What follows belongs to an exercise in optimizing a design on an open flow for small area; a production flow would make more cautious choices. No activity file was given, so power comes from the tool's default toggle rates.

== xenon ==
## cfg_test_top
module cfg_test_top(
    input             clk ,
    input             rstn ,
    input      [31:0] addr ,
    input      [31:0] wdata ,
    output reg [31:0] rdata ,
    output            rdata_vld ,
    input             wr ,
    input             rd
);
clock: 5.0 ns
lec_check: 0
cap_margin: 20
core_margin: 2
core_utilization: 65
cts_buf_list: sky130_fd_sc_hd__clkbuf_8
cts_cluster_diameter: 100
cts_cluster_size: 17
slew_margin: 20
standard.sh (not shown) runs the stock make flow with config.mk's settings and CLKGATE_MAP_FILE= SYNTH_SCRIPT=/design/flow/synth_recipe.tcl, a recipe that flattens the netlist after the stock synthesis.
==> flow/flow/run.sh <==
#!/bin/bash
set -euo pipefail
work=$(pwd)
rm -rf "$work/scripts"
mkdir -p "$work/scripts"
cp -r "$FLOW_HOME/scripts/." "$work/scripts/"
cp "$work/flow/abc.script" "$work/scripts/abc_speed.script"
export SCRIPTS_DIR="$work/scripts"
export BUFFER_PORTS_ARGS="-buffer_cell sky130_fd_sc_hd__buf_1"
bash standard.sh > "$work/orfs_make.log" 2>&1
==> flow/flow/abc.script <==
&get -n
&st
&syn2
&dch
&nf -a -R 1000
&put
xenon did not stop at any stage, and its layout met the timing, design-rule and antenna checks.
--- input diff xenon..lagoon ---
# xenon
export LEC_CHECK = 0
export CAP_MARGIN = 20
export CORE_MARGIN = 2
export CORE_UTILIZATION = 65
export CTS_BUF_LIST = sky130_fd_sc_hd__clkbuf_8
export CTS_CLUSTER_DIAMETER = 100
export CTS_CLUSTER_SIZE = 17
export SLEW_MARGIN = 20
create_clock -name core_clock -period 5.0 [get_ports {clk}]
# lagoon
export LEC_CHECK = 0
export CAP_MARGIN = 5
export CORE_MARGIN = 2
export CORE_UTILIZATION = 40
export CTS_BUF_LIST = sky130_fd_sc_hd__clkbuf_8
export CTS_CLUSTER_DIAMETER = 60
export CTS_CLUSTER_SIZE = 14
export SLEW_MARGIN = 5
create_clock -name core_clock -period 5.0 [get_ports {clk}]
## What came out
- Growth of design area from synthesis to finish: lagoon > xenon
- Comparing lagoon with xenon, the synthesized netlist net count came out essentially unchanged.
- Summary — minimum period implied by the final worst setup slack, lagoon relative to xenon: lower, by 0.17 ns.
- Routed wire in lagoon totals more than in xenon.
- ~same switching portion of total power in lagoon and xenon
What sierra does differently from lagoon at the input level:
# lagoon
export LEC_CHECK = 0
export CAP_MARGIN = 5
export CORE_MARGIN = 2
export CORE_UTILIZATION = 40
export CTS_BUF_LIST = sky130_fd_sc_hd__clkbuf_8
export CTS_CLUSTER_DIAMETER = 60
export CTS_CLUSTER_SIZE = 14
export SLEW_MARGIN = 5
create_clock -name core_clock -period 5.0 [get_ports {clk}]
# sierra
export LEC_CHECK = 0
export CAP_MARGIN = 0
export CORE_MARGIN = 2
export CORE_UTILIZATION = 85
export CTS_BUF_LIST = sky130_fd_sc_hd__clkbuf_8
export CTS_CLUSTER_DIAMETER = 100
export CTS_CLUSTER_SIZE = 17
export SLEW_MARGIN = 0
create_clock -name core_clock -period 5.0 [get_ports {clk}]
## What came out
Status: hold violation total from the final report parity (sierra, lagoon). Relative to lagoon, die area decreased by 52% in sierra. Taking sierra as 1.0, lagoon lands at 1.18 on cell total after placement. Comparing lagoon and sierra, fraction of area in non-clock buffers is lower on sierra. sierra ran in full, but the layout does not pass; the checks complain about setup timing. sierra vs lagoon: minimum period implied by the final worst setup slack up. Of sierra and lagoon, it is sierra that has the higher hold slack. Going from lagoon to sierra, first-iteration DRC count grows by about 200%.
diff inputs: sierra => raven
# sierra
export LEC_CHECK = 0
export CAP_MARGIN = 0
export CORE_MARGIN = 2
export CORE_UTILIZATION = 85
export CTS_BUF_LIST = sky130_fd_sc_hd__clkbuf_8
export CTS_CLUSTER_DIAMETER = 100
export CTS_CLUSTER_SIZE = 17
export SLEW_MARGIN = 0
create_clock -name core_clock -period 5.0 [get_ports {clk}]
# raven
export LEC_CHECK = 0
export CAP_MARGIN = 0
export CORE_MARGIN = 2
export CORE_UTILIZATION = 75
export CTS_BUF_LIST = sky130_fd_sc_hd__clkbuf_8
export CTS_CLUSTER_DIAMETER = 100
export CTS_CLUSTER_SIZE = 18
export SLEW_MARGIN = 0
create_clock -name core_clock -period 5.0 [get_ports {clk}]
==> results.txt <==
raven finished all stages; the layout is clean. Sum of negative setup slack was higher in the run labelled raven. Relative to sierra, wire length of the first global-routing pass has decreased by 18 mm in raven. raven vs sierra — power of the combinational group dropped about 13%. In raven, smallest hold slack is lower than in sierra. There was hardly any difference in total non-filler cell area in the finished layout between raven and sierra. Between raven and sierra, it is raven whose wire length is lower, by 27%. When raven is measured against sierra, its number of buffers and inverters on the critical path turns out 2 higher. Compared with sierra, raven shows number of clock-tree buffers in the layout that has gone down by a little under 10%.
Function was not checked in any run of this note: the RTL went through the layout flow alone.

## what the ideal ports hide
No port has a modelled driver above. Below, the same layouts with a new extraction and two added sets of constraints. Step 1 sets driving cells, clkbuf_16 on the clock port and buf_2 on the other inputs (assumed; they add their load-dependent delay and slew). Step 2 also shifts input and output timing later by t, the mid clock arrival at the registers, as if the neighbouring blocks saw the same clock. Slacks: ideal / step 1 / step 2; pairs: ideal / step 1.
run | t, ns | setup slack, ns | cell pins on the clock port's net
xenon | 0.625 | 0.641 / 0.662 / 0.037 | 1
lagoon | 0.605 | 0.814 / 0.803 / 0.198 | 1
sierra | 0.651 | -0.123 / -0.123 / -0.550 | 1
raven | 0.615 | 0.579 / 0.601 / -0.014 | 1
Met with ideal ports but missed after step 2: setup timing in raven. For lagoon, which loses most, drivers alone change the setup slack by -0.011 ns; drivers and shift together by -0.616 ns.
